Context: an optimization exercise on an open-source flow, tuned for small area and a short achievable clock period. The choices shown serve that exercise and are no tape-out recipe. The RTL was checked by simulation tests, not by an equivalence proof against the original design. The clock cells of runs 1 to 3 and 5 to 8 come from the design's own scripts or RTL, not from TritonCTS. The clock input has no modelled driver; a real chip could not lean on it and would need a root buffer or a full tree.

==> flow/design.v, too long to show whole: its modules and the start of the top module <==
// module mul16_top: 15 lines
// module multiplier: 1639 lines
// module mul_fa: 4 lines
// module mul_a21oi: 3 lines
// module mul_inv: 3 lines
// module mul_nand2: 3 lines
// module mul_nor2: 3 lines
// module mul_o21ai: 3 lines
// module mul_xnor2: 3 lines
// module mul_xor2: 3 lines
// module mul_xnor: 3 lines
// module mul_or: 3 lines
// module mul_nand4: 3 lines
module mul16_top(
    input clk,
    input [15:0] a,
    input [15:0] b,
    output reg [31:0] res
);
  // ...
==> flow/flow/run.sh <==
#!/bin/bash
# Own layout flow: the standard ORFS flow (standard.sh), with
#  - port buffers of a small, fast buffer cell instead of the default delay buffer;
#  - the clock tree rebuilt after CTS as one level of four buffers driven by the clock
#    port (flatten_clock_core.tcl), which shortens the clock's insertion delay for all
#    registers alike;
#  - after that, and after global routing, timing repair aiming for setup slack above a
#    margin, so that the design is sized for the period it can reach rather than left at
#    minimum size by the loose clock.
# make's output goes to standard.log here; ORFS keeps each step's log in orfs/logs.
set -euo pipefail
cd "$(dirname "$0")/.."
export FLOW_DIR_OWN="$PWD/flow"
export FLOW_SETUP_MARGIN=0
export FLOW_IN_REG_CELL=sky130_fd_sc_hd__dfxtp_2
export BUFFER_PORTS_ARGS="-buffer_cell sky130_fd_sc_hd__buf_1"
export CTS_ARGS="-sink_clustering_enable -repair_clock_nets -dont_use_dummy_load -buf_list sky130_fd_sc_hd__clkbuf_8"
export POST_CTS_TCL="$PWD/flow/flatten_clock_post.tcl"
export PRE_GLOBAL_ROUTE_TCL="$PWD/flow/grt_margin.tcl"
bash standard.sh > standard.log 2>&1
==> flow/flow/flatten_clock_core.tcl <==
# Rebuild the clock tree that CTS made as a single level: the clock port drives
# NLEAF clock buffers directly, each driving the registers of one region of the
# core. This removes the root buffer level and so the clock's insertion delay
# (it does not skew registers against each other: all go through one buffer).
set nleaf 4
set bufcell sky130_fd_sc_hd__clkbuf_16
set block [ord::get_db_block]
set clknet [$block findNet clk]
# every register clock pin (sink) of the tree, and every clock-tree buffer
set sinks {}
set bufs {}
set todo [list $clknet]
while {[llength $todo]} {
  set net [lindex $todo 0]
  set todo [lrange $todo 1 end]
  foreach it [$net getITerms] {
    if {![$it isInputSignal] && [$it getIoType] ne "INPUT"} { continue }
    set inst [$it getInst]
    set m [[$inst getMaster] getName]
    if {[string match "sky130_fd_sc_hd__clkbuf*" $m] || [string match "sky130_fd_sc_hd__clkinv*" $m] || [string match "sky130_fd_sc_hd__buf*" $m]} {
      if {[lsearch -exact $bufs $inst] < 0} {
        lappend bufs $inst
        foreach o [$inst getITerms] {
          if {[$o isOutputSignal]} { lappend todo [$o getNet] }
        }
      }
    } else {
      lappend sinks $it
    }
  }
}
puts "flatten_clock: [llength $sinks] sinks, [llength $bufs] buffers"
# split the sinks into nleaf groups: halves by x, then each half by y
proc loc {it} {
  set b [[$it getInst] getBBox]
  return [list [expr {([$b xMin] + [$b xMax]) / 2}] [expr {([$b yMin] + [$b yMax]) / 2}]]
}
proc split_by {items idx} {
  set s [lsort -real -index 1 [lmap it $items {list $it [lindex [loc $it] $idx]}]]
  set n [expr {[llength $s] / 2}]
  return [list [lmap p [lrange $s 0 [expr {$n - 1}]] {lindex $p 0}] [lmap p [lrange $s $n end] {lindex $p 0}]]
}
set groups {}
foreach half [split_by $sinks 0] {
  foreach q [split_by $half 1] { lappend groups $q }
}
# remove the old tree
foreach inst $bufs {
  foreach o [$inst getITerms] {
    if {[$o isOutputSignal]} {
      set n [$o getNet]
      foreach it [$n getITerms] { $it disconnect }
      odb::dbNet_destroy $n
    }
  }
  odb::dbInst_destroy $inst
}
# one buffer per group, at the group's centre
set master [[ord::get_db] findMaster $bufcell]
set k 0
foreach g $groups {
  set sx 0; set sy 0
  foreach it $g { lassign [loc $it] x y; incr sx $x; incr sy $y }
  set cx [expr {$sx / [llength $g]}]; set cy [expr {$sy / [llength $g]}]
  set inst [odb::dbInst_create $block $master "clkbuf_leaf_$k"]
  set net [odb::dbNet_create $block "clknet_leaf_$k"]
  $net setSigType CLOCK
  [$inst findITerm A] connect $clknet
  [$inst findITerm X] connect $net
  foreach it $g { $it connect $net }
  $inst setLocation $cx $cy
  $inst setPlacementStatus PLACED
  puts "flatten_clock: clkbuf_leaf_$k drives [llength $g] sinks"
  incr k
}
==> flow/flow/flatten_clock_post.tcl <==
source $::env(FLOW_DIR_OWN)/flatten_clock_core.tcl
if {[info exists ::env(FLOW_IN_REG_CELL)] && $::env(FLOW_IN_REG_CELL) ne ""} {
  foreach inst [get_cells {a_r* b_r*}] {
    replace_cell $inst $::env(FLOW_IN_REG_CELL)
  }
}
detailed_placement
estimate_parasitics -placement
# size the design for the period it can reach: repair setup against a margin
set ::env(SETUP_SLACK_MARGIN) $::env(FLOW_SETUP_MARGIN)
repair_timing_helper
detailed_placement
check_placement -verbose
==> flow/flow/grt_margin.tcl <==
# the global-route stage's timing repair uses the same setup margin as after CTS
set ::env(SETUP_SLACK_MARGIN) $::env(FLOW_SETUP_MARGIN)
==> flow/standard.sh <==
#!/bin/bash
# synth_recipe.tcl (not shown) runs the flow's synth.tcl, then flattens the netlist and writes it again
# the make line also repeats each setting of config.mk as NAME=value (left out here)
make -C /OpenROAD-flow-scripts/flow DESIGN_CONFIG=/design/flow/config.mk WORK_HOME=/design/flow/orfs CLKGATE_MAP_FILE= SYNTH_SCRIPT=/design/flow/synth_recipe.tcl "${@:-finish}"
==> flow/config.mk <==
export PLATFORM = sky130hd
export DESIGN_NAME = mul16_top
export DESIGN_NICKNAME = mul16_top
export VERILOG_FILES = /design/flow/design.v
export SDC_FILE = /design/flow/constraint.sdc
export NUM_CORES = 4
export LEC_CHECK = 0
export CAP_MARGIN = 20
export CORE_MARGIN = 2
export CORE_UTILIZATION = 55
export SLEW_MARGIN = 20
export SYNTH_HIERARCHICAL = 1
==> flow/constraint.sdc <==
create_clock -name core_clock -period 22.0 [get_ports {clk}]
set_input_delay 4.4000 -clock core_clock [delete_from_list [all_inputs] [get_ports {clk}]]
set_output_delay 4.4000 -clock core_clock [all_outputs]
set_load 0.01 [all_outputs]
==> impl_metrics.json, run 1 <==
{
  "status": "no timing/DRC/antenna violations",
  "grt_use_met1_pct": 33.7,
  "cpMostUsedCell": "fa_1",
  "cp.required_ns": 22.01,
  "use_met2_pct": 47.9,
  "gr-max-usage-layer": "met2",
  "startpoint": "b_r[6]",
  "fillers": 1417,
  "dr.pass1.iters": 5,
  "critPathSlowestCell": "dfxtp_2",
  "rsz0062_at_grt": "false",
  "reg2reg_to": "res[29]",
  "layout_commonest_cell": "nand2_1",
  "fin_crit_ns": 5.19,
  "largest_class": "multi-input combinational cells",
  "portBuffers": 64,
  "synth-simple-area-share_pct": 15.6,
  "maxCapViolCount": 0,
  "syn_area_um2": 8690,
  "antennaDiodeCount": 0,
  "multi_input_area_share_pct": 76.2,
  "syn_to_final_growth_pct": -3.34,
  "r2r.worst_path.cells": 16,
  "final_nets": 1069,
  "sh_seq_area_pct": 15.7,
  "ant_nets": 0,
  "setup_viol": 0,
  "crit_family": "adder cells",
  "finalHoldViolCount": 0,
  "criticalPathCategory": "register to register"
}
==> run 2, diff against run 1 <==
--- a/flow/design.v
+++ b/flow/design.v
@@ -1262,25 +1262,25 @@
   mul_fa u_s407 (.a(c296), .b(c298), .ci(s301), .s(s407), .co(c408));
   mul_fa u_s409 (.a(s303), .b(s305), .ci(s307), .s(s409), .co(c410));
   mul_fa u_s411 (.a(c302), .b(c304), .ci(c306), .s(s411), .co(c412));
   mul_fa u_s413 (.a(c308), .b(s259), .ci(s309), .s(s413), .co(c414));
   mul_fa u_s415 (.a(s311), .b(s313), .ci(s315), .s(s415), .co(c416));
   mul_fa u_s417 (.a(c310), .b(c312), .ci(c314), .s(s417), .co(c418));
   mul_fa u_s419 (.a(s265), .b(s317), .ci(s319), .s(s419), .co(c420));
   mul_fa u_s421 (.a(s321), .b(c316), .ci(s323), .s(s421), .co(c422));
-  mul_fa u_s423 (.a(c318), .b(c320), .ci(s271), .s(s423), .co(c424));
-  mul_fa u_s425 (.a(s325), .b(s327), .ci(c322), .s(s425), .co(c426));
+  mul_fa u_s423 (.a(c318), .b(c320), .ci(c322), .s(s423), .co(c424));
+  mul_fa u_s425 (.a(s271), .b(s325), .ci(s327), .s(s425), .co(c426));
   mul_fa u_s427 (.a(s329), .b(c324), .ci(s331), .s(s427), .co(c428));
   mul_fa u_s429 (.a(c326), .b(c328), .ci(s277), .s(s429), .co(c430));
   mul_fa u_s431 (.a(s333), .b(s335), .ci(s337), .s(s431), .co(c432));
   mul_fa u_s433 (.a(c330), .b(c332), .ci(s339), .s(s433), .co(c434));
-  mul_fa u_s435 (.a(c334), .b(c336), .ci(s279), .s(s435), .co(c436));
-  mul_fa u_s437 (.a(s341), .b(s343), .ci(s345), .s(s437), .co(c438));
-  mul_fa u_s439 (.a(c338), .b(c340), .ci(s347), .s(s439), .co(c440));
+  mul_fa u_s435 (.a(c334), .b(c336), .ci(c338), .s(s435), .co(c436));
+  mul_fa u_s437 (.a(s279), .b(s341), .ci(s343), .s(s437), .co(c438));
+  mul_fa u_s439 (.a(s345), .b(c340), .ci(s347), .s(s439), .co(c440));
   mul_fa u_s441 (.a(c280), .b(c342), .ci(c344), .s(s441), .co(c442));
   mul_fa u_s443 (.a(c346), .b(s349), .ci(s351), .s(s443), .co(c444));
   mul_fa u_s445 (.a(s353), .b(s355), .ci(c348), .s(s445), .co(c446));
   mul_fa u_s447 (.a(pp246), .b(pp96), .ci(c350), .s(s447), .co(c448));
   mul_fa u_s449 (.a(c352), .b(c354), .ci(c356), .s(s449), .co(c450));
   mul_fa u_s451 (.a(s357), .b(s359), .ci(s361), .s(s451), .co(c452));
   mul_fa u_s453 (.a(pp202), .b(pp217), .ci(pp232), .s(s453), .co(c454));
   mul_fa u_s455 (.a(pp247), .b(c358), .ci(c360), .s(s455), .co(c456));
@@ -1316,20 +1316,20 @@
   mul_fa u_s511 (.a(c400), .b(c402), .ci(s405), .s(s511), .co(c512));
   mul_fa u_s513 (.a(c404), .b(s407), .ci(s409), .s(s513), .co(c514));
   mul_fa u_s515 (.a(c406), .b(c408), .ci(c410), .s(s515), .co(c516));
   mul_fa u_s517 (.a(s411), .b(s413), .ci(s415), .s(s517), .co(c518));
   mul_fa u_s519 (.a(c412), .b(c414), .ci(s417), .s(s519), .co(c520));
   mul_fa u_s521 (.a(s419), .b(c416), .ci(s421), .s(s521), .co(c522));
   mul_fa u_s523 (.a(c418), .b(c420), .ci(s423), .s(s523), .co(c524));
   mul_fa u_s525 (.a(s425), .b(c422), .ci(s427), .s(s525), .co(c526));
-  mul_fa u_s527 (.a(c424), .b(s429), .ci(c426), .s(s527), .co(c528));
+  mul_fa u_s527 (.a(c424), .b(c426), .ci(s429), .s(s527), .co(c528));
   mul_fa u_s529 (.a(s431), .b(c428), .ci(s433), .s(s529), .co(c530));
-  mul_fa u_s531 (.a(c430), .b(s435), .ci(s437), .s(s531), .co(c532));
-  mul_fa u_s533 (.a(c432), .b(c434), .ci(s439), .s(s533), .co(c534));
+  mul_fa u_s531 (.a(c430), .b(c432), .ci(s435), .s(s531), .co(c532));
+  mul_fa u_s533 (.a(s437), .b(c434), .ci(s439), .s(s533), .co(c534));
   mul_fa u_s535 (.a(c436), .b(c438), .ci(s441), .s(s535), .co(c536));
   mul_fa u_s537 (.a(s443), .b(c440), .ci(s445), .s(s537), .co(c538));
   mul_fa u_s539 (.a(c442), .b(s447), .ci(c444), .s(s539), .co(c540));
   mul_fa u_s541 (.a(s449), .b(s451), .ci(c446), .s(s541), .co(c542));
   mul_fa u_s543 (.a(s453), .b(c448), .ci(c450), .s(s543), .co(c544));
   mul_fa u_s545 (.a(c452), .b(s455), .ci(s457), .s(s545), .co(c546));
   mul_fa u_s547 (.a(c454), .b(s459), .ci(s461), .s(s547), .co(c548));
   mul_fa u_s549 (.a(c456), .b(c458), .ci(s463), .s(s549), .co(c550));
@@ -1348,22 +1348,22 @@
   mul_fa u_s573 (.a(pp81), .b(c478), .ci(s481), .s(s573), .co(c574));
   mul_fa u_s575 (.a(c482), .b(c480), .ci(s483), .s(s575), .co(c576));
   mul_fa u_s577 (.a(c484), .b(s487), .ci(c486), .s(s577), .co(c578));
   mul_fa u_s579 (.a(c488), .b(s491), .ci(c490), .s(s579), .co(c580));
   mul_fa u_s581 (.a(c492), .b(c494), .ci(s495), .s(s581), .co(c582));
   mul_fa u_s583 (.a(c496), .b(s499), .ci(c498), .s(s583), .co(c584));
   mul_fa u_s585 (.a(c500), .b(s503), .ci(c502), .s(s585), .co(c586));
   mul_fa u_s587 (.a(c504), .b(s507), .ci(c506), .s(s587), .co(c588));
-  mul_fa u_s589 (.a(c508), .b(c510), .ci(s511), .s(s589), .co(c590));
+  mul_fa u_s589 (.a(c508), .b(s511), .ci(c510), .s(s589), .co(c590));
   mul_fa u_s591 (.a(c512), .b(c514), .ci(s515), .s(s591), .co(c592));
   mul_fa u_s593 (.a(c516), .b(s519), .ci(c518), .s(s593), .co(c594));
   mul_fa u_s595 (.a(c520), .b(s523), .ci(c522), .s(s595), .co(c596));
   mul_fa u_s597 (.a(c524), .b(s527), .ci(c526), .s(s597), .co(c598));
-  mul_fa u_s599 (.a(s531), .b(c528), .ci(c530), .s(s599), .co(c600));
+  mul_fa u_s599 (.a(c528), .b(s531), .ci(c530), .s(s599), .co(c600));
   mul_fa u_s601 (.a(c532), .b(s535), .ci(c534), .s(s601), .co(c602));
   mul_fa u_s603 (.a(c536), .b(s539), .ci(s541), .s(s603), .co(c604));
   mul_fa u_s605 (.a(c540), .b(s543), .ci(s545), .s(s605), .co(c606));
   mul_fa u_s607 (.a(s547), .b(c544), .ci(c546), .s(s607), .co(c608));
   mul_fa u_s609 (.a(c548), .b(s551), .ci(c550), .s(s609), .co(c610));
   mul_fa u_s611 (.a(c552), .b(s555), .ci(s557), .s(s611), .co(c612));
   mul_fa u_s613 (.a(s559), .b(c556), .ci(s561), .s(s613), .co(c614));
   mul_fa u_s615 (.a(c560), .b(s563), .ci(c562), .s(s615), .co(c616));
@@ -1371,33 +1371,33 @@
   mul_fa u_s619 (.a(pp224), .b(pp239), .ci(pp254), .s(s619), .co(c620));
   mul_xnor u_s621 (.a(pp18), .b(pp3), .y(s621));
   mul_nand4 u_c622 (.a(a[1]), .b(b[1]), .c(a[2]), .d(b[0]), .y(c622));
   mul_fa u_s623 (.a(pp4), .b(pp49), .ci(s569), .s(s623), .co(c624));
   mul_fa u_s625 (.a(c570), .b(s477), .ci(s571), .s(s625), .co(c626));
   mul_fa u_s627 (.a(c572), .b(s479), .ci(s573), .s(s627), .co(c628));
   mul_fa u_s629 (.a(c574), .b(s485), .ci(s575), .s(s629), .co(c630));
   mul_fa u_s631 (.a(c576), .b(s489), .ci(s577), .s(s631), .co(c632));
-  mul_fa u_s633 (.a(s493), .b(c578), .ci(s579), .s(s633), .co(c634));
+  mul_fa u_s633 (.a(c578), .b(s493), .ci(s579), .s(s633), .co(c634));
   mul_fa u_s635 (.a(s497), .b(c580), .ci(s581), .s(s635), .co(c636));
   mul_fa u_s637 (.a(c582), .b(s501), .ci(s583), .s(s637), .co(c638));
-  mul_fa u_s639 (.a(s505), .b(c584), .ci(s585), .s(s639), .co(c640));
+  mul_fa u_s639 (.a(c584), .b(s505), .ci(s585), .s(s639), .co(c640));
   mul_fa u_s641 (.a(s509), .b(c586), .ci(s587), .s(s641), .co(c642));
   mul_fa u_s643 (.a(s513), .b(c588), .ci(s589), .s(s643), .co(c644));
   mul_fa u_s645 (.a(s517), .b(c590), .ci(s591), .s(s645), .co(c646));
   mul_fa u_s647 (.a(c592), .b(s521), .ci(s593), .s(s647), .co(c648));
-  mul_fa u_s649 (.a(s525), .b(c594), .ci(s595), .s(s649), .co(c650));
+  mul_fa u_s649 (.a(c594), .b(s525), .ci(s595), .s(s649), .co(c650));
   mul_fa u_s651 (.a(s529), .b(c596), .ci(s597), .s(s651), .co(c652));
   mul_fa u_s653 (.a(s533), .b(c598), .ci(s599), .s(s653), .co(c654));
   mul_fa u_s655 (.a(s537), .b(c600), .ci(s601), .s(s655), .co(c656));
   mul_fa u_s657 (.a(c538), .b(c602), .ci(s603), .s(s657), .co(c658));
   mul_fa u_s659 (.a(c542), .b(s605), .ci(c604), .s(s659), .co(c660));
   mul_fa u_s661 (.a(s549), .b(c606), .ci(s607), .s(s661), .co(c662));
   mul_fa u_s663 (.a(s553), .b(c608), .ci(s609), .s(s663), .co(c664));
-  mul_fa u_s665 (.a(c554), .b(s611), .ci(c610), .s(s665), .co(c666));
+  mul_fa u_s665 (.a(c554), .b(c610), .ci(s611), .s(s665), .co(c666));
   mul_fa u_s667 (.a(c558), .b(s613), .ci(c612), .s(s667), .co(c668));
   mul_fa u_s669 (.a(s565), .b(c614), .ci(s615), .s(s669), .co(c670));
   mul_fa u_s671 (.a(c566), .b(s617), .ci(c616), .s(s671), .co(c672));
   mul_fa u_s673 (.a(c568), .b(s619), .ci(c618), .s(s673), .co(c674));
   mul_fa u_s675 (.a(pp240), .b(pp255), .ci(c620), .s(s675), .co(c676));
   mul_nand2 u_n677 (.a(pp17), .b(pp2), .y(n677));
   mul_xnor2 u_n678 (.a(pp17), .b(pp2), .y(n678));
   mul_nand2 u_n679 (.a(pp33), .b(s621), .y(n679));
--- a/flow/flow/run.sh
+++ b/flow/flow/run.sh
@@ -6,15 +6,15 @@
 #    registers alike;
 #  - after that, and after global routing, timing repair aiming for setup slack above a
 #    margin, so that the design is sized for the period it can reach rather than left at
 #    minimum size by the loose clock.
 # make's output goes to standard.log here; ORFS keeps each step's log in orfs/logs.
 set -euo pipefail
 cd "$(dirname "$0")/.."
 export FLOW_DIR_OWN="$PWD/flow"
-export FLOW_SETUP_MARGIN=0
-export FLOW_IN_REG_CELL=sky130_fd_sc_hd__dfxtp_2
+export FLOW_SETUP_MARGIN=16.95
+export FLOW_IN_REG_CELL=sky130_fd_sc_hd__dfxtp_4
 export BUFFER_PORTS_ARGS="-buffer_cell sky130_fd_sc_hd__buf_1"
 export CTS_ARGS="-sink_clustering_enable -repair_clock_nets -dont_use_dummy_load -buf_list sky130_fd_sc_hd__clkbuf_8"
 export POST_CTS_TCL="$PWD/flow/flatten_clock_post.tcl"
 export PRE_GLOBAL_ROUTE_TCL="$PWD/flow/grt_margin.tcl"
 bash standard.sh > standard.log 2>&1
==> flow/flow/flatten_clock_post.tcl (replaced) <==
source $::env(FLOW_DIR_OWN)/flatten_clock_core.tcl
if {[info exists ::env(FLOW_IN_REG_CELL)] && $::env(FLOW_IN_REG_CELL) ne ""} {
  foreach inst [get_cells {a_r* b_r*}] {
    replace_cell $inst $::env(FLOW_IN_REG_CELL)
  }
}
# optionally a stronger cell for the buffers that drive the output ports
if {[info exists ::env(FLOW_OUT_BUF_CELL)] && $::env(FLOW_OUT_BUF_CELL) ne ""} {
  foreach port [get_ports -filter "direction == output"] {
    foreach pin [get_pins -of_objects [get_nets -of_objects $port] -filter "direction == output"] {
      replace_cell [get_cells -of_objects $pin] $::env(FLOW_OUT_BUF_CELL)
    }
  }
}
detailed_placement
estimate_parasitics -placement
# size the design for the period it can reach: repair setup against a margin
set ::env(SETUP_SLACK_MARGIN) $::env(FLOW_SETUP_MARGIN)
repair_timing_helper
detailed_placement
check_placement -verbose
==> impl_metrics.json, run 2 <==
{
  "min_from": "a_r[0]",
  "skew_ns": 0.00934,
  "grt_pass1_wl_um": 34300,
  "regMostFlops": "res",
  "synth_cell_types": 14,
  "finalHoldViolCount": 0,
  "syn_to_final_growth_pct": 0.936,
  "worstMarginPinSlew_ns": 0.578,
  "fin_crit_ns": 5.01,
  "start_util_pct": 56.8,
  "maxCapViolCount": 0,
  "cts.sinks": 64,
  "worst_slack_ns": 16.99,
  "cp-start-kind": "register",
  "final_cell_mix": "nand2_1, fa_1, buf_1",
  "synth_flop_cell": "dfxtp_1",
  "post-route-drc-count": 0,
  "crit_family": "flip-flops",
  "critPathSlowestCell": "dfxtp_1",
  "criticalPathCategory": "register to primary output",
  "r2r.worst_path.cells": 16,
  "synth-seq-cells": 64,
  "reg2reg_from": "a_r[6]",
  "slew_headroom_pct": 61.2,
  "netlist.top_cell.by_area": "fa_1",
  "reg.largest.list": "res: 32 flops, a_r: 16 flops, b_r: 16 flops",
  "fmax_mhz": 200,
  "num_rows": 45,
  "die_y_um": 130,
  "status": "no timing/DRC/antenna violations",
  "final_nets": 1100,
  "endpoint_kind": "primary output",
  "antenna_found_initial": 0,
  "period_share_pct": 22.8,
  "largest_reg_flops": 32,
  "clk_pin_slew_ns": 0.07,
  "cp_data_arrival_time_ns": 0.61,
  "portBuffers": 64,
  "synth_area_leaders": "fa_1, dfxtp_1, nand2_1",
  "grtUsageTotal_pct": 26.8,
  "routed_wl_um": 20500,
  "wire_per_inst_um": 19.0,
  "syn_inst": 863,
  "grt_max_degree": 23,
  "clock_latency_ns": 0.14,
  "worst-path-buf-inv": 1,
  "critPathMaxFanout": 1,
  "hold_depth": 2,
  "io_pins": 65,
  "critPathMaxStageDelay_ns": 0.31,
  "dieWidth_um": 130,
  "antennaDiodeCount": 0,
  "tns_ns": 0,
  "drt_iter0_drc": 512,
  "path_cells": "buf_1",
  "detailedPlace.worstSlack_ns": 16.57,
  "grt.overflow.total": 0,
  "worstHoldEndpoint": "res[0]",
  "ys_top_cells_by_count": "nand2_1, fa_1, dfxtp_1, buf_6, xnor2_1",
  "vias_per_cell": 5.56,
  "layout-drive-gt1-share_pct": 13.8,
  "layout_commonest_cell": "nand2_1",
  "yosysWarnings": 7,
  "worst-r2r-setup-slack_ns": 17.19,
  "syn_area_um2": 8690,
  "synthArstFlopShare_pct": 0,
  "grt_pass1_vias": 6666,
  "reg2reg_to": "res[30]",
  "rsz0062_at_grt": "true",
  "synth.yosys.seq_area_share_pct": 14.7,
  "synth.top_cell.area_share_pct": 44.9,
  "dieArea_um2": 16800,
  "cp.required_ns": 17.60,
  "dp_hpwl_um": 15400,
  "coreArea_um2": 15300,
  "setup_viol": 0,
  "synth.avg_cell_area_um2": 10.1,
  "synth_edf_count": 0,
  "synth_fp_nets": 1091,
  "gp_congestion": 0.867,
  "hp-class": "register to register",
  "dr.pass1.iters": 5,
  "slew_violations": 0,
  "synth_most_common_cell": "nand2_1",
  "route.vias.total": 6007,
  "ant_nets": 0
}
-- run 2: cell counts after synthesis --
No cell type changed its count.
-- run 2: modules after synthesis (local to each module, per instance), a selection --
module | flops+latches | copies in the design | area, um2 | cells inside
mul_nor2 | 0 | 30 | 3.75 | 1
mul_xnor2 | 0 | 40 | 8.76 | 1
mul_xnor | 0 | 15 | 8.76 | 1
mul_a21oi | 0 | 30 | 8.76 | 1
mul_xor2 | 0 | 20 | 8.76 | 1
mul_inv | 0 | 11 | 3.75 | 1
multiplier | 0 | 1 | 1940 | 352
mul16_top | 64 | 1 | 1280 | 64
mul_nand4 | 0 | 15 | 6.26 | 1
-- run 2: kinds of logic after synthesis --
| family | after synthesis | synth area share [%] |
|---|---|---|
| adders and majority gates | 195 | 44.9 |
| xor gates and xnor gates | 75 | 7.56 |
| and+or+nand+nor | 347 | 15.6 |
| AOI/OAI and AO/OA | 75 | 5.61 |
| DFF | 64 | 14.7 |
| buffers and inverters | 107 | 11.6 |
-- run 2: worst max-delay path by stage --
stage | from | depth (start not counted) | to | slack, ns
final | res[28] | 1 | res[28] | 16.99
after global routing | a_r[6] | 16 | res[30] | 16.93
after detailed placement | a_r[5] | 17 | res[30] | 16.57
after global placement | b_r[6] | 16 | res[30] | 16.62
after floorplan | a_r[3] | 19 | res[29] | 17.27
-- run 2: final cells by class --
| class | instances | area (um2) |
|---|---|---|
| Fill cell | 1372 | 6540 |
| Multi-Input combinational cell | 692 | 6430 |
| Sequential cell | 64 | 1400 |
| Timing Repair Buffer | 99 | 536 |
| Tap cell | 211 | 264 |
| Buffer | 4 | 100 |
| Inverter | 11 | 41.3 |
-- run 2: metal layers --
layer,GRT usage [%],vias to the layer above,routed length (um)
met3,4.14,49,1240
li1,-,2619,-
met5,0,-,0
met1,33.3,3078,7750
met4,10.7,0,574
met2,47.3,261,11000
-- run 2: per-stage QoR --
| stage | hold slack, ns | cell area [um2] | util [%] | cells |
|---|---|---|---|---|
| 3_3_place_gp | 0.829 | 8260 | 54.0 | 1046 |
| 2_1_floorplan | 0.665 | 8690 | - | 863 |
| 6_report | 0.644 | 8770 | 57.3 | 1081 |
| 3_5_place_dp | 0.831 | 8260 | 54.0 | 1046 |
| 5_1_grt | 0.686 | 8770 | 57.3 | 1081 |
==> run 3, diff against run 2 <==
--- a/flow/flow/run.sh
+++ b/flow/flow/run.sh
@@ -11,7 +11,7 @@
 set -euo pipefail
 cd "$(dirname "$0")/.."
 export FLOW_DIR_OWN="$PWD/flow"
-export FLOW_SETUP_MARGIN=16.95
+export FLOW_SETUP_MARGIN=0
 export FLOW_IN_REG_CELL=sky130_fd_sc_hd__dfxtp_4
 export BUFFER_PORTS_ARGS="-buffer_cell sky130_fd_sc_hd__buf_1"
 export CTS_ARGS="-sink_clustering_enable -repair_clock_nets -dont_use_dummy_load -buf_list sky130_fd_sc_hd__clkbuf_8"
--- a/flow/config.mk
+++ b/flow/config.mk
@@ -7,6 +7,6 @@
 export LEC_CHECK = 0
 export CAP_MARGIN = 20
 export CORE_MARGIN = 2
-export CORE_UTILIZATION = 55
+export CORE_UTILIZATION = 60
 export SLEW_MARGIN = 20
 export SYNTH_HIERARCHICAL = 1
==> impl_metrics.json, run 3 <==
{
  "status": "no timing/DRC/antenna violations",
  "fin_util_pct": 60.1,
  "reg.largest.list": "res: 32 flops, a_r: 16 flops, b_r: 16 flops",
  "detailedPlace.worstSlack_ns": 16.62,
  "start_util_pct": 61.9,
  "hp-class": "register to register",
  "post-route-drc-count": 0,
  "worstMarginPinSlew_ns": 0.657,
  "fmax_mhz": 198,
  "route.vias.total": 5766,
  "cp_data_arrival_time_ns": 0.65,
  "portBuffers": 64,
  "slew_violations": 0,
  "grtUsageTotal_pct": 27.8,
  "syn_area_um2": 8690,
  "synth_flop_cell": "dfxtp_1",
  "synth.top_cell.area_share_pct": 44.9,
  "netlist.top_cell.by_area": "fa_1",
  "antenna_found_initial": 0,
  "largest_reg_flops": 32,
  "cts.sinks": 64,
  "fin_crit_ns": 5.05,
  "tns_ns": 0,
  "clk_pin_slew_ns": 0.07,
  "finalInstanceArea_um2": 8440,
  "ant_nets": 0,
  "final_nets": 1068,
  "setup_viol": 0,
  "grt_pass1_vias": 6572,
  "coreArea_um2": 14000,
  "ys_top_cells_by_count": "nand2_1, fa_1, dfxtp_1, buf_6, xnor2_1",
  "crit_family": "flip-flops",
  "dieWidth_um": 124,
  "period_share_pct": 23.0,
  "top_layer": "met4",
  "cp-start-kind": "register",
  "slew_headroom_pct": 55.9,
  "clock_latency_ns": 0.15,
  "die_y_um": 124,
  "path_cells": "buf_1",
  "layout_commonest_cell": "nand2_1",
  "critPathSlowestCell": "dfxtp_1",
  "synth.yosys.seq_area_share_pct": 14.7,
  "dr.pass1.iters": 5,
  "cp.required_ns": 17.60,
  "critPathMaxStageDelay_ns": 0.33,
  "yosysWarnings": 7,
  "synth.avg_cell_area_um2": 10.1,
  "regMostFlops": "res",
  "synthArstFlopShare_pct": 0,
  "num_rows": 43,
  "finalHoldViolCount": 0,
  "synth_fp_nets": 1091,
  "grt_max_degree": 23,
  "synth_area_leaders": "fa_1, dfxtp_1, nand2_1",
  "synth-seq-cells": 64,
  "critPathMaxFanout": 1,
  "synth_most_common_cell": "nand2_1",
  "dp_hpwl_um": 15400,
  "grt_pass1_wl_um": 33700,
  "vias_per_cell": 5.66,
  "worst-r2r-setup-slack_ns": 17.02,
  "rsz0062_at_grt": "false",
  "skew_ns": 0.0122,
  "grt.overflow.total": 0,
  "routed_wl_um": 20100,
  "final_cell_mix": "nand2_1, fa_1, buf_1",
  "wire_per_inst_um": 19.7,
  "worst-path-buf-inv": 1,
  "synth_edf_count": 0,
  "met1_length_um": 7540,
  "placed_cell_area_um2": 8220,
  "wl_met3_um": 1120,
  "gp_congestion": 0.922,
  "endpoint_kind": "primary output",
  "wl_met2_um": 10800,
  "criticalPathCategory": "register to primary output",
  "worst_slack_ns": 16.95,
  "drt_iter0_drc": 361,
  "syn_to_final_growth_pct": -2.95,
  "antennaDiodeCount": 0,
  "layout-drive-gt1-share_pct": 9.07,
  "maxCapViolCount": 0,
  "syn_inst": 863,
  "dieArea_um2": 15500,
  "synth_cell_types": 14,
  "io_pins": 65
}
-- run 3: layout make-up --
class / count / area, um2
Buffer: 4 / 100
Fill cell: 1202 / 5610
Sequential cell: 64 / 1400
Tap cell: 180 / 225
Timing Repair Buffer: 67 / 263
Inverter: 11 / 41.3
Multi-Input combinational cell: 692 / 6410
-- run 3: per-stage QoR --
stage | cells | hold slack, ns
floorplan | 863 | 0.665
global placement | 1014 | 0.797
detailed placement | 1014 | 0.808
global route | 1018 | 0.656
finish | 1018 | 0.613
-- run 3: path summary, 6_finish.rpt --
kind                              start      end  depth (start not counted)
worst max-delay path            res[29]  res[29]                          1
worst min-delay path             a_r[0]   res[0]                          2
worst max register to register   a_r[5]  res[29]                         16
worst min register to register   a_r[0]   res[0]                          2
-- run 3: layer usage --
metal	track usage, %	up-vias
met2	50.2	223
met3	4.98	50
met1	33.2	2935
li1	-	2558
met5	0	-
met4	10.2	0
-- run 3: kinds of logic (layout without fill, tap and decap cells) --
| logic type | Yosys count | in the layout | synth area share [%] |
|---|---|---|---|
| simple gates | 347 | 347 | 15.6 |
| xor+xnor | 75 | 75 | 7.56 |
| fa+ha+maj | 195 | 195 | 44.9 |
| flops | 64 | 64 | 14.7 |
| compound gates | 75 | 75 | 5.61 |
| buf+inv | 107 | 82 | 11.6 |
-- run 3: Yosys stat by module (local to each module, per instance) --
module,copies in the design,flip-flops and latches
mul16_top,1,64
multiplier,1,0
mul_inv,11,0
mul_xor2,20,0
mul_nor2,30,0
mul_a21oi,30,0
mul_nand4,15,0
mul_xnor2,40,0
mul_o21ai,45,0
mul_nand2,46,0
mul_fa,195,0
mul_xnor,15,0
==> run 4, diff against run 3 <==
--- a/flow/flow/run.sh
+++ b/flow/flow/run.sh
@@ -13,6 +13,7 @@
 export FLOW_DIR_OWN="$PWD/flow"
 export FLOW_SETUP_MARGIN=0
 export FLOW_IN_REG_CELL=sky130_fd_sc_hd__dfxtp_4
+export FLOW_OUT_BUF_CELL=sky130_fd_sc_hd__buf_2
 export BUFFER_PORTS_ARGS="-buffer_cell sky130_fd_sc_hd__buf_1"
 export CTS_ARGS="-sink_clustering_enable -repair_clock_nets -dont_use_dummy_load -buf_list sky130_fd_sc_hd__clkbuf_8"
 export POST_CTS_TCL="$PWD/flow/flatten_clock_post.tcl"
--- a/flow/config.mk
+++ b/flow/config.mk
@@ -7,6 +7,6 @@
 export LEC_CHECK = 0
 export CAP_MARGIN = 20
 export CORE_MARGIN = 2
-export CORE_UTILIZATION = 60
+export CORE_UTILIZATION = 55
 export SLEW_MARGIN = 20
 export SYNTH_HIERARCHICAL = 1
==> impl_metrics.json, run 4 <==
{
  "status": "did not finish",
  "stop_stage": "4_1_cts",
  "error_message": "[ERROR STA-0100] unsupported object type Port.",
  "dp_hpwl_um": 15400,
  "start_util_pct": 56.8,
  "netlist.top_cell.by_area": "fa_1",
  "yosysWarnings": 7,
  "synthArstFlopShare_pct": 0,
  "dieWidth_um": 130,
  "synth_compound_area_share_pct": 5.61,
  "synth.top_cell.area_share_pct": 44.9,
  "syn_area_um2": 8690,
  "ys_top_cells_by_count": "nand2_1, fa_1, dfxtp_1, buf_6, xnor2_1",
  "synth.avg_cell_area_um2": 10.1,
  "place_inst": 1046,
  "synth_xor_area_share_pct": 7.56,
  "cts.sinks": 64,
  "io_pins": 65,
  "synth_cell_types": 14,
  "synth_most_common_cell": "nand2_1",
  "num_rows": 45,
  "portBuffers": 64,
  "detailedPlace.worstSlack_ns": 16.57,
  "synth_area_leaders": "fa_1, dfxtp_1, nand2_1",
  "die_y_um": 130,
  "synth_fp_nets": 1091,
  "synth_flop_cell": "dfxtp_1",
  "syn_inst": 863,
  "synth_edf_count": 0,
  "synth_top_family_by_area": "adder cells",
  "muxShareOfSynthArea_pct": 0,
  "synth-simple-area-share_pct": 15.6,
  "synth.yosys.seq_area_share_pct": 14.7,
  "gp_congestion": 0.867,
  "synth_fa_ha_area_share_pct": 44.9,
  "synth-seq-cells": 64
}
## run 4: modules after synthesis (local to each module, per instance), excerpt
module / cells inside / flops+latches / cell area (um2) / copies in the design
mul_nor2: 1 / 0 / 3.75 / 30
mul_nand2: 1 / 0 / 3.75 / 46
mul_xnor2: 1 / 0 / 8.76 / 40
mul16_top: 64 / 64 / 1280 / 1
mul_a21oi: 1 / 0 / 8.76 / 30
mul_fa: 1 / 0 / 20.0 / 195
mul_o21ai: 1 / 0 / 5.00 / 45
multiplier: 352 / 0 / 1940 / 1
mul_xnor: 1 / 0 / 8.76 / 15
mul_nand4: 1 / 0 / 6.26 / 15
## run 4: logic make-up after synthesis
| group | after synthesis |
|---|---|
| flops | 64 |
| compound gates | 75 |
| xor+xnor | 75 |
| fa+ha+maj | 195 |
| simple gates | 347 |
| buf+inv | 107 |
## run 4: through the flow
step	instance area, um2	hold slack, ns
after floorplan	8690	0.665
after global placement	8260	0.829
after detailed placement	8260	0.831
## run 4: worst max-delay path by stage
stage / startpoint / end / slack [ns] / depth (start not counted)
floorplan: a_r[3] / res[29] / 17.27 / 19
global placement: b_r[6] / res[30] / 16.62 / 16
detailed placement: a_r[5] / res[30] / 16.57 / 17
==> run 5, diff against run 4 <==
--- a/flow/flow/flatten_clock_post.tcl
+++ b/flow/flow/flatten_clock_post.tcl
@@ -6,9 +6,12 @@
 }
 # optionally a stronger cell for the buffers that drive the output ports
 if {[info exists ::env(FLOW_OUT_BUF_CELL)] && $::env(FLOW_OUT_BUF_CELL) ne ""} {
-  foreach port [get_ports -filter "direction == output"] {
-    foreach pin [get_pins -of_objects [get_nets -of_objects $port] -filter "direction == output"] {
-      replace_cell [get_cells -of_objects $pin] $::env(FLOW_OUT_BUF_CELL)
+  foreach bt [[ord::get_db_block] getBTerms] {
+    if {[$bt getIoType] ne "OUTPUT"} { continue }
+    foreach it [[$bt getNet] getITerms] {
+      if {[$it isOutputSignal]} {
+        replace_cell [get_cells [[$it getInst] getName]] $::env(FLOW_OUT_BUF_CELL)
+      }
     }
   }
 }
==> impl_metrics.json, run 5 <==
{
  "dieArea_um2": 16800,
  "layout_commonest_cell": "nand2_1",
  "grt_pass1_vias": 6666,
  "synth_edf_count": 0,
  "hp-class": "register to register",
  "grtUsageTotal_pct": 26.8,
  "route.vias.total": 5810,
  "fmax_mhz": 200,
  "synth_cell_types": 14,
  "io_pins": 65,
  "reg2reg_to": "res[23]",
  "hold_depth": 2,
  "portBuffers": 64,
  "gp_congestion": 0.867,
  "crit_family": "flip-flops",
  "synthArstFlopShare_pct": 0,
  "worstMarginPinSlew_ns": 0.588,
  "synth.avg_cell_area_um2": 10.1,
  "synth_area_leaders": "fa_1, dfxtp_1, nand2_1",
  "dieWidth_um": 130,
  "grt_max_degree": 23,
  "endpoint_kind": "primary output",
  "setup_viol": 0,
  "die_y_um": 130,
  "worst-r2r-setup-slack_ns": 17.02,
  "slew_violations": 0,
  "layout-drive-gt1-share_pct": 13.0,
  "synth-seq-cells": 64,
  "final_nets": 1069,
  "grt.overflow.total": 0,
  "cts.sinks": 64,
  "antenna_found_initial": 0,
  "post-route-drc-count": 0,
  "routed_wl_um": 20100,
  "vias_per_cell": 5.53,
  "netlist.top_cell.by_area": "fa_1",
  "startpoint": "res[29]",
  "finalInstanceArea_um2": 8520,
  "cp-start-kind": "register",
  "status": "no timing/DRC/antenna violations",
  "syn_to_final_growth_pct": -1.96,
  "synth.top_cell.area_share_pct": 44.9,
  "tns_ns": 0,
  "critPathMaxStageDelay_ns": 0.33,
  "period_share_pct": 22.7,
  "finalHoldViolCount": 0,
  "largest_reg_flops": 32,
  "num_rows": 45,
  "syn_inst": 863,
  "antennaDiodeCount": 0,
  "synth_most_common_cell": "nand2_1",
  "wire_per_inst_um": 19.1,
  "drt_iter0_drc": 423,
  "start_util_pct": 56.8,
  "path_cells": "buf_2",
  "regMostFlops": "res",
  "cp.required_ns": 17.60,
  "syn_area_um2": 8690,
  "synth.yosys.seq_area_share_pct": 14.7,
  "critPathMaxFanout": 1,
  "synth_flop_cell": "dfxtp_1",
  "coreArea_um2": 15300,
  "clock_latency_ns": 0.14,
  "synth_fp_nets": 1091,
  "rsz0062_at_grt": "false",
  "placed_cell_area_um2": 8260,
  "critPathSlowestCell": "dfxtp_1",
  "dr.pass1.iters": 5,
  "yosysWarnings": 7,
  "dp_hpwl_um": 15400,
  "worstHoldEndpoint": "res[0]",
  "min_from": "a_r[0]",
  "reg2reg_from": "b_r[9]",
  "final_cell_mix": "nand2_1, fa_1, xnor2_1",
  "fin_crit_ns": 5.00,
  "worst-path-buf-inv": 1,
  "ys_top_cells_by_count": "nand2_1, fa_1, dfxtp_1, buf_6, xnor2_1",
  "criticalPathCategory": "register to primary output",
  "maxCapViolCount": 0,
  "reg.largest.list": "res: 32 flops, a_r: 16 flops, b_r: 16 flops",
  "ant_nets": 0,
  "skew_ns": 0.00890,
  "grt_pass1_wl_um": 34300,
  "slew_headroom_pct": 60.5,
  "cp_data_arrival_time_ns": 0.60,
  "r2r.worst_path.cells": 16,
  "clk_pin_slew_ns": 0.07
}
## run 5: cell counts after synthesis
No cell type changed its count.
## run 5: area by class of cell
cell class	count	area, um2
Tap cell	211	264
Sequential cell	64	1400
Timing Repair Buffer	68	310
Fill cell	1393	6790
Buffer	4	100
Inverter	11	41.3
Multi-Input combinational cell	692	6410
## run 5: metrics by stage
stage          hold slack (ns)  setup slack, ns  std cells  util (%)
6_report                 0.643            17.00       1050      55.7
5_1_grt                  0.686            16.72       1050      55.7
3_5_place_dp             0.831            16.57       1046      54.0
3_3_place_gp             0.829            16.62       1046      54.0
2_1_floorplan            0.665            17.27        863         -
## run 5: per-module statistics from Yosys, one instance, submodules excluded, a selection
module      cells  area (um2)  times used  flops+latches
mul16_top      64        1280           1             64
mul_nand2       1        3.75          46              0
multiplier    352        1940           1              0
mul_nor2        1        3.75          30              0
mul_xnor2       1        8.76          40              0
mul_inv         1        3.75          11              0
mul_nand4       1        6.26          15              0
mul_a21oi       1        8.76          30              0
mul_o21ai       1        5.00          45              0
mul_xnor        1        8.76          15              0
## run 5: logic make-up after synthesis
group,synth area share [%]
XOR/XNOR,7.56
AO/OA/AOI/OAI,5.61
AND/OR/NAND/NOR,15.6
buffers and inverters,11.6
adder cells (fa/ha/maj),44.9
flip-flops,14.7
## run 5: per-layer routing
layer	wire [um]	vias to the layer above	share of wire (%)	track usage (%)
met2	10600	215	53	47.3
met4	590	0	2.9	10.7
li1	-	2558	-	-
met3	1060	41	5.3	4.14
met5	0	-	0	0
met1	7840	2996	39	33.4
## run 5: worst max-delay path by stage
stage                     cells after the start  endpoint  slack (ns)
final                                         1   res[29]       17.00
after global routing                         17   res[30]       16.72
after detailed placement                     17   res[30]       16.57
after global placement                       16   res[30]       16.62
after floorplan                              19   res[29]       17.27
==> run 6, diff against run 5 <==
--- a/flow/flow/run.sh
+++ b/flow/flow/run.sh
@@ -13,7 +13,7 @@
 export FLOW_DIR_OWN="$PWD/flow"
 export FLOW_SETUP_MARGIN=0
 export FLOW_IN_REG_CELL=sky130_fd_sc_hd__dfxtp_4
-export FLOW_OUT_BUF_CELL=sky130_fd_sc_hd__buf_2
+export FLOW_CLK_LEAF_CELL=sky130_fd_sc_hd__clkbuf_8
 export BUFFER_PORTS_ARGS="-buffer_cell sky130_fd_sc_hd__buf_1"
 export CTS_ARGS="-sink_clustering_enable -repair_clock_nets -dont_use_dummy_load -buf_list sky130_fd_sc_hd__clkbuf_8"
 export POST_CTS_TCL="$PWD/flow/flatten_clock_post.tcl"
--- a/flow/flow/flatten_clock_core.tcl
+++ b/flow/flow/flatten_clock_core.tcl
@@ -4,6 +4,7 @@
 # (it does not skew registers against each other: all go through one buffer).
 set nleaf 4
 set bufcell sky130_fd_sc_hd__clkbuf_16
+if {[info exists ::env(FLOW_CLK_LEAF_CELL)] && $::env(FLOW_CLK_LEAF_CELL) ne ""} { set bufcell $::env(FLOW_CLK_LEAF_CELL) }
 set block [ord::get_db_block]
 set clknet [$block findNet clk]
 # every register clock pin (sink) of the tree, and every clock-tree buffer
==> impl_metrics.json, run 6 <==
{
  "criticalPathCategory": "register to primary output",
  "wire_per_inst_um": 19.1,
  "ant_nets": 0,
  "worst-path-buf-inv": 1,
  "grt_pass1_wl_um": 34300,
  "dr.pass1.iters": 5,
  "regMostFlops": "res",
  "slew_violations": 0,
  "portBuffers": 64,
  "skew_ns": 0.0147,
  "tns_ns": 0,
  "fin_crit_ns": 5.05,
  "critPathMaxStageDelay_ns": 0.34,
  "final_cell_mix": "nand2_1, fa_1, buf_1",
  "period_share_pct": 22.9,
  "coreArea_um2": 15300,
  "status": "no timing/DRC/antenna violations",
  "num_rows": 45,
  "synth_edf_count": 0,
  "netlist.top_cell.by_area": "fa_1",
  "cts.sinks": 64,
  "synth.yosys.seq_area_share_pct": 14.7,
  "synth_fp_nets": 1091,
  "synth_most_common_cell": "nand2_1",
  "hp-class": "register to register",
  "setup_viol": 0,
  "gp_congestion": 0.867,
  "hold_depth": 2,
  "antennaDiodeCount": 0,
  "multiInputGateArea_um2": 6410,
  "yosysWarnings": 7,
  "layout-drive-gt1-share_pct": 9.18,
  "synth_flop_cell": "dfxtp_1",
  "syn_inst": 863,
  "start_util_pct": 56.8,
  "worst-r2r-setup-slack_ns": 17.00,
  "cp.depth": 1,
  "grt.overflow.total": 0,
  "reg2reg_from": "b_r[9]",
  "layout_commonest_cell": "nand2_1",
  "vias_per_cell": 5.58,
  "reg2reg_to": "res[29]",
  "grtUsageTotal_pct": 26.8,
  "worstMarginPinSlew_ns": 0.610,
  "crit_family": "flip-flops",
  "largest_reg_flops": 32,
  "post-route-drc-count": 0,
  "grt_pass1_vias": 6654,
  "io_pins": 65,
  "cp.required_ns": 17.60,
  "critPathSlowestCell": "dfxtp_1",
  "synth.avg_cell_area_um2": 10.1,
  "endpoint_kind": "primary output",
  "synth_area_leaders": "fa_1, dfxtp_1, nand2_1",
  "clk_pin_slew_ns": 0.11,
  "reg.largest.list": "res: 32 flops, a_r: 16 flops, b_r: 16 flops",
  "dieWidth_um": 130,
  "cp_data_arrival_time_ns": 0.65,
  "grt_max_degree": 23,
  "synthArstFlopShare_pct": 0,
  "die_y_um": 130,
  "synth-seq-cells": 64,
  "synth.top_cell.area_share_pct": 44.9,
  "syn_to_final_growth_pct": -2.94,
  "routed_wl_um": 20100,
  "synth_cell_types": 14,
  "regArea_um2": 1400,
  "drt_iter0_drc": 390,
  "slew_headroom_pct": 59.0,
  "instances_no_fill": 1050,
  "clock_latency_ns": 0.16,
  "dieArea_um2": 16800,
  "fillers": 1406,
  "critPathMaxFanout": 1,
  "ys_top_cells_by_count": "nand2_1, fa_1, dfxtp_1, buf_6, xnor2_1",
  "rsz0062_at_grt": "false",
  "cp-start-kind": "register",
  "syn_area_um2": 8690,
  "worstHoldEndpoint": "res[0]",
  "min_from": "a_r[0]",
  "place_inst": 1046,
  "path_cells": "buf_1",
  "route.vias.total": 5860,
  "finalHoldViolCount": 0,
  "r2r.worst_path.cells": 17,
  "antenna_found_initial": 0,
  "dp_hpwl_um": 15400,
  "maxCapViolCount": 0,
  "final_nets": 1069,
  "fmax_mhz": 198
}
run 6: cell counts after synthesis:
No cell type changed its count.
run 6: cell families after synthesis:
logic type               Yosys count  synth area share (%)
AO/OA/AOI/OAI                     75                  5.61
XOR/XNOR                          75                  7.56
adder cells (fa/ha/maj)          195                  44.9
buffers and inverters            107                  11.6
flip-flops                        64                  14.7
AND/OR/NAND/NOR                  347                  15.6
run 6: worst max path at each step:
stage          startpoint      end  slack (ns)
2_1_floorplan      a_r[3]  res[29]       17.27
3_3_place_gp       b_r[6]  res[30]       16.62
6_report          res[29]  res[29]       16.95
3_5_place_dp       a_r[5]  res[30]       16.57
5_1_grt           b_r[11]  res[30]       16.70
run 6: modules after synthesis (local to each module, per instance):
module	copies in the design	flops+latches	cells	area, um2
mul_fa	195	0	1	20.0
mul16_top	1	64	64	1280
mul_xor2	20	0	1	8.76
mul_a21oi	30	0	1	8.76
mul_xnor	15	0	1	8.76
mul_xnor2	40	0	1	8.76
mul_nor2	30	0	1	3.75
mul_inv	11	0	1	3.75
mul_nand4	15	0	1	6.26
mul_nand2	46	0	1	3.75
mul_o21ai	45	0	1	5.00
multiplier	1	0	352	1940
run 6: area by class of cell:
class	instances	share of cell area [%]
inverter	11	0.489
sequential	64	16.6
multi-input combinational	692	75.9
tap	211	3.13
buffer	4	0.652
timing repair buffer	68	3.20
run 6: layer usage:
metal	track usage, %	wire [um]
met1	33.6	7600
met2	47.2	10500
met3	4.22	1350
met4	9.87	609
met5	0	0
run 6: per-stage QoR:
stage          hold WS, ns  area, um2  worst slack, ns  utilization [%]
2_1_floorplan        0.665       8690            17.27                -
3_3_place_gp         0.829       8260            16.62             54.0
3_5_place_dp         0.831       8260            16.57             54.0
5_1_grt              0.692       8440            16.70             55.1
6_report             0.653       8440            16.95             55.1
==> run 7, diff against run 6 <==
--- a/flow/config.mk
+++ b/flow/config.mk
@@ -7,6 +7,6 @@
 export LEC_CHECK = 0
 export CAP_MARGIN = 20
 export CORE_MARGIN = 2
-export CORE_UTILIZATION = 55
+export CORE_UTILIZATION = 60
 export SLEW_MARGIN = 20
 export SYNTH_HIERARCHICAL = 1
==> impl_metrics.json, run 7 <==
{
  "synth.top_cell.area_share_pct": 44.9,
  "die_y_um": 124,
  "synth_xor_area_share_pct": 7.56,
  "clk_pin_slew_ns": 0.10,
  "skew_ns": 0.0149,
  "worstMarginPinSlew_ns": 0.657,
  "synth_fp_nets": 1091,
  "drt_iter0_drc": 431,
  "synth_most_common_cell": "nand2_1",
  "wire_per_inst_um": 19.7,
  "reg2reg_to": "res[29]",
  "syn_area_um2": 8690,
  "endpoint_kind": "primary output",
  "synth_edf_count": 0,
  "portBuffers": 64,
  "synth-simple-area-share_pct": 15.6,
  "dp_hpwl_um": 15400,
  "cp_data_arrival_time_ns": 0.68,
  "reg2reg_from": "a_r[5]",
  "crit_family": "flip-flops",
  "coreArea_um2": 14000,
  "critPathMaxStageDelay_ns": 0.34,
  "criticalPathCategory": "register to primary output",
  "startpoint": "res[29]",
  "antennaDiodeCount": 0,
  "worst-r2r-setup-slack_ns": 17.00,
  "cp.required_ns": 17.60,
  "syn_inst": 863,
  "layout-drive-gt1-share_pct": 9.07,
  "worst-path-buf-inv": 1,
  "synth_top_family_by_area": "adder cells",
  "dieArea_um2": 15500,
  "grt.overflow.total": 0,
  "num_rows": 43,
  "synth_area_leaders": "fa_1, dfxtp_1, nand2_1",
  "critPathSlowestCell": "dfxtp_1",
  "tns_ns": 0,
  "period_share_pct": 23.1,
  "gp_congestion": 0.922,
  "dr.pass1.iters": 5,
  "place_inst": 1014,
  "placed_cell_area_um2": 8220,
  "reg.largest.list": "res: 32 flops, a_r: 16 flops, b_r: 16 flops",
  "synth_compound_area_share_pct": 5.61,
  "routed_wl_um": 20000,
  "synthArstFlopShare_pct": 0,
  "ys_top_cells_by_count": "nand2_1, fa_1, dfxtp_1, buf_6, xnor2_1",
  "cts.sinks": 64,
  "dieWidth_um": 124,
  "status": "no timing/DRC/antenna violations",
  "fmax_mhz": 197,
  "instances_no_fill": 1018,
  "synth.avg_cell_area_um2": 10.1,
  "yosysWarnings": 7,
  "r2r.worst_path.cells": 16,
  "maxCapViolCount": 0,
  "critPathMaxFanout": 1,
  "synth_cell_types": 14,
  "grt_max_degree": 23,
  "grtUsageTotal_pct": 27.8,
  "synth_flop_cell": "dfxtp_1",
  "min_from": "a_r[0]",
  "muxShareOfSynthArea_pct": 0,
  "fillers": 1215,
  "hp-class": "register to register",
  "final_cell_mix": "nand2_1, fa_1, buf_1",
  "rsz0062_at_grt": "false",
  "fin_util_pct": 59.8,
  "grt_pass1_wl_um": 33700,
  "post-route-drc-count": 0,
  "ant_nets": 0,
  "final_nets": 1068,
  "start_util_pct": 61.9,
  "largest_reg_flops": 32,
  "regMostFlops": "res",
  "vias_per_cell": 5.67,
  "worstHoldEndpoint": "res[0]",
  "finalInstanceArea_um2": 8390,
  "antenna_found_initial": 0,
  "clock_latency_ns": 0.17,
  "syn_to_final_growth_pct": -3.47,
  "grt_pass1_vias": 6553,
  "route.vias.total": 5777,
  "hold_depth": 2,
  "synth.yosys.seq_area_share_pct": 14.7,
  "io_pins": 65,
  "path_cells": "buf_1",
  "slew_headroom_pct": 55.9,
  "synth_fa_ha_area_share_pct": 44.9,
  "finalHoldViolCount": 0,
  "synth-seq-cells": 64,
  "layout_commonest_cell": "nand2_1",
  "cp-start-kind": "register",
  "fin_crit_ns": 5.08,
  "setup_viol": 0,
  "netlist.top_cell.by_area": "fa_1",
  "slew_violations": 0
}
## run 7: cell counts after synthesis
Identical to the previous run, type by type.
## run 7: how the worst max path moves through the flow
stage | depth (start not counted) | endpoint | slack [ns]
2_1_floorplan | 19 | res[29] | 17.27
3_3_place_gp | 17 | res[29] | 16.71
3_5_place_dp | 16 | res[29] | 16.62
5_1_grt | 17 | res[29] | 16.68
6_report | 1 | res[29] | 16.92
## run 7: logic make-up (layout without fill, tap and decap cells)
family,after synthesis,in the layout
xor+xnor,75,75
compound gates,75,75
flops,64,64
fa+ha+maj,195,195
buf+inv,107,82
simple gates,347,347
## run 7: cell type report
type	count	area [um2]	area share [%]
timing repair buffer	67	263	3.13
buffer	4	55.1	0.656
multi-input combinational	692	6410	76.3
inverter	11	41.3	0.492
sequential	64	1400	16.7
tap	180	225	2.68
## run 7: modules after synthesis, one instance, submodules excluded, a selection
| module | copies in the design | cell area (um2) |
|---|---|---|
| mul16_top | 1 | 1280 |
| mul_xnor2 | 40 | 8.76 |
| multiplier | 1 | 1940 |
| mul_fa | 195 | 20.0 |
| mul_nor2 | 30 | 3.75 |
| mul_a21oi | 30 | 8.76 |
| mul_o21ai | 45 | 5.00 |
| mul_nand4 | 15 | 6.26 |
| mul_xnor | 15 | 8.76 |
| mul_inv | 11 | 3.75 |
| mul_nand2 | 46 | 3.75 |
## run 7: per-layer routing
metal | vias up | global-route usage (%) | wire [um] | part of all wire [%]
li1 | 2557 | - | - | -
met1 | 2937 | 33.4 | 7530 | 38
met2 | 237 | 50.3 | 10700 | 54
met3 | 46 | 5.07 | 1130 | 5.6
met4 | 0 | 9.45 | 605 | 3.0
met5 | - | 0 | 0 | 0
## run 7: per-stage QoR
stage	setup slack [ns]	hold WS, ns
2_1_floorplan	17.27	0.665
3_3_place_gp	16.71	0.797
3_5_place_dp	16.62	0.808
5_1_grt	16.68	0.661
6_report	16.92	0.612
## run 7: tightest hold or removal path: cells and delay by family (launching register included)
kind          cells  cell delay (ns)
buf+inv           1             0.04
flops             1             0.42
simple gates      1             0.11
==> run 8, diff against run 7 <==
--- a/flow/flow/run.sh
+++ b/flow/flow/run.sh
@@ -11,7 +11,8 @@
 set -euo pipefail
 cd "$(dirname "$0")/.."
 export FLOW_DIR_OWN="$PWD/flow"
-export FLOW_SETUP_MARGIN=0
+export FLOW_SETUP_MARGIN=16.98
+export SETUP_MOVE_SEQUENCE=sizeup,swap
 export FLOW_IN_REG_CELL=sky130_fd_sc_hd__dfxtp_4
 export FLOW_CLK_LEAF_CELL=sky130_fd_sc_hd__clkbuf_8
 export BUFFER_PORTS_ARGS="-buffer_cell sky130_fd_sc_hd__buf_1"
==> impl_metrics.json, run 8 <==
{
  "grtUsageTotal_pct": 27.9,
  "rsz0062_at_grt": "true",
  "detailedPlace.worstSlack_ns": 16.62,
  "maxCapViolCount": 0,
  "synth_fp_nets": 1091,
  "io_pins": 65,
  "netlist.top_cell.by_area": "fa_1",
  "portBuffers": 64,
  "synth.top_cell.area_share_pct": 44.9,
  "finalInstanceArea_um2": 8600,
  "dieWidth_um": 124,
  "synth.yosys.seq_area_share_pct": 14.7,
  "reg.largest.list": "res: 32 flops, a_r: 16 flops, b_r: 16 flops",
  "dr.pass1.iters": 5,
  "syn_to_final_growth_pct": -1.08,
  "post-route-drc-count": 0,
  "critPathMaxFanout": 1,
  "layout_commonest_cell": "nand2_1",
  "worst-path-buf-inv": 1,
  "finalHoldViolCount": 0,
  "regMostFlops": "res",
  "cp.depth": 1,
  "hp-class": "register to register",
  "final_nets": 1068,
  "endpoint_kind": "primary output",
  "setup_viol": 0,
  "critPathMaxStageDelay_ns": 0.34,
  "grt_pass1_vias": 6559,
  "startpoint": "res[29]",
  "placed_cell_area_um2": 8220,
  "clock_latency_ns": 0.17,
  "die_y_um": 124,
  "largest_reg_flops": 32,
  "crit_family": "flip-flops",
  "fillers": 1182,
  "r2r.worst_path.cells": 13,
  "grt.overflow.total": 0,
  "synth_area_leaders": "fa_1, dfxtp_1, nand2_1",
  "worstMarginPinSlew_ns": 0.645,
  "wire_per_inst_um": 19.8,
  "cp.required_ns": 17.60,
  "synthArstFlopShare_pct": 0,
  "grt_max_degree": 23,
  "synth_cell_types": 14,
  "tns_ns": 0,
  "status": "no timing/DRC/antenna violations",
  "fin_util_pct": 61.2,
  "reg2reg_from": "b_r[6]",
  "path_cells": "buf_6",
  "final_cell_mix": "nand2_1, fa_1, xnor2_1",
  "antenna_found_initial": 0,
  "synth_edf_count": 0,
  "cp_data_arrival_time_ns": 0.61,
  "coreArea_um2": 14000,
  "synth_flop_cell": "dfxtp_1",
  "ys_top_cells_by_count": "nand2_1, fa_1, dfxtp_1, buf_6, xnor2_1",
  "yosysWarnings": 7,
  "route.vias.total": 5785,
  "vias_per_cell": 5.68,
  "fmax_mhz": 200,
  "criticalPathCategory": "register to primary output",
  "grt_pass1_wl_um": 33800,
  "synth-seq-cells": 64,
  "gp_congestion": 0.922,
  "slew_headroom_pct": 56.7,
  "routed_wl_um": 20200,
  "skew_ns": 0.0138,
  "reg2reg_to": "res[28]",
  "syn_inst": 863,
  "start_util_pct": 61.9,
  "dieArea_um2": 15500,
  "fin_crit_ns": 5.01,
  "syn_area_um2": 8690,
  "num_rows": 43,
  "ant_nets": 0,
  "drt_iter0_drc": 350,
  "critPathSlowestCell": "dfxtp_2",
  "period_share_pct": 22.8,
  "worst_slack_ns": 16.99,
  "layout-drive-gt1-share_pct": 15.6,
  "synth_most_common_cell": "nand2_1",
  "synth.avg_cell_area_um2": 10.1,
  "antennaDiodeCount": 0,
  "slew_violations": 0,
  "cp-start-kind": "register",
  "dp_hpwl_um": 15400,
  "critPathCapture": "res[29]",
  "worst-r2r-setup-slack_ns": 17.15,
  "clk_pin_slew_ns": 0.10,
  "cts.sinks": 64
}
==> run 8: cell counts after synthesis <==
No cell type changed its count.
==> run 8: worst min path at each step <==
stage          startpoint  endpoint  slack (ns)  cells after the start
2_1_floorplan      a_r[0]    res[0]        0.67                      4
3_3_place_gp       a_r[0]    res[0]        0.80                      2
3_5_place_dp       a_r[0]    res[0]        0.81                      2
5_1_grt            a_r[0]    res[0]        0.65                      2
6_report           a_r[0]    res[0]        0.61                      2
==> run 8: cells by family (layout without fill, tap and decap cells) <==
family | Yosys count | count (layout) | synth area share (%)
simple gates | 347 | 347 | 15.6
fa+ha+maj | 195 | 195 | 44.9
buf+inv | 107 | 82 | 11.6
compound gates | 75 | 75 | 5.61
xor+xnor | 75 | 75 | 7.56
flops | 64 | 64 | 14.7
==> run 8: final cells by class <==
| class | instances | area, um2 | share of cell area, % |
|---|---|---|---|
| Multi-Input combinational cell | 692 | 6470 | 75.2 |
| Sequential cell | 64 | 1420 | 16.5 |
| Timing Repair Buffer | 67 | 392 | 4.55 |
| Tap cell | 180 | 225 | 2.62 |
| Buffer | 4 | 55.1 | 0.640 |
| Inverter | 11 | 41.3 | 0.480 |
==> run 8: Yosys stat by module (local to each module, per instance), a selection <==
| module | cells | flip-flops and latches | cell area [um2] |
|---|---|---|---|
| mul_a21oi | 1 | 0 | 8.76 |
| mul_nand2 | 1 | 0 | 3.75 |
| mul_xor2 | 1 | 0 | 8.76 |
| mul_xnor2 | 1 | 0 | 8.76 |
| mul16_top | 64 | 64 | 1280 |
| mul_xnor | 1 | 0 | 8.76 |
| mul_nor2 | 1 | 0 | 3.75 |
| multiplier | 352 | 0 | 1940 |
| mul_fa | 1 | 0 | 20.0 |
==> run 8: routing by layer <==
layer | track usage (%) | share of wire, %
met1 | 33.4 | 38
met2 | 50.5 | 54
met3 | 5.07 | 5.6
met4 | 9.45 | 3.0
met5 | 0 | 0
==> run 8: stage by stage <==
stage	instances	hold slack (ns)
5_1_grt	1018	0.654
3_3_place_gp	1014	0.797
2_1_floorplan	863	0.665
3_5_place_dp	1014	0.808
6_report	1018	0.607

==> re-timing with driven ports <==
Ports are ideal in the flow. The routed layouts listed here were re-timed in OpenROAD.
Step 1 sets driving cells, clkbuf_16 on the clock port and buf_2 on the other inputs (assumed; they add their load-dependent delay and slew).
Step 2, shift: input delay + t, output delay - t, t = (earliest + latest rising clock arrival at the registers) / 2. This alone moves slack from input paths to output paths.
Slacks: ideal / step 1 / step 2; pairs: ideal / step 1.
run	t, ns	setup WS [ns]	hold slack, ns	worst register clock-pin slew, ns	cell pins on the clock port's net
run 1	0.232	16.811 / 16.811 / 16.811	0.667 / 0.667 / 0.667	0.08 / 0.08	4
run 2	0.232	16.989 / 16.893 / 17.126	0.644 / 0.644 / 0.644	0.07 / 0.07	4
run 3	0.230	16.946 / 16.857 / 17.021	0.613 / 0.613 / 0.613	0.08 / 0.08	4
run 5	0.231	17.000 / 16.905 / 17.018	0.643 / 0.643 / 0.643	0.07 / 0.07	4
run 6	0.231	16.953 / 16.878 / 16.999	0.653 / 0.653 / 0.653	0.11 / 0.11	4
run 7	0.234	16.917 / 16.843 / 17.003	0.612 / 0.612 / 0.612	0.11 / 0.11	4
run 8	0.232	16.991 / 16.917 / 17.149	0.607 / 0.607 / 0.607	0.11 / 0.11	4
After both steps setup and hold are still met in every run listed.
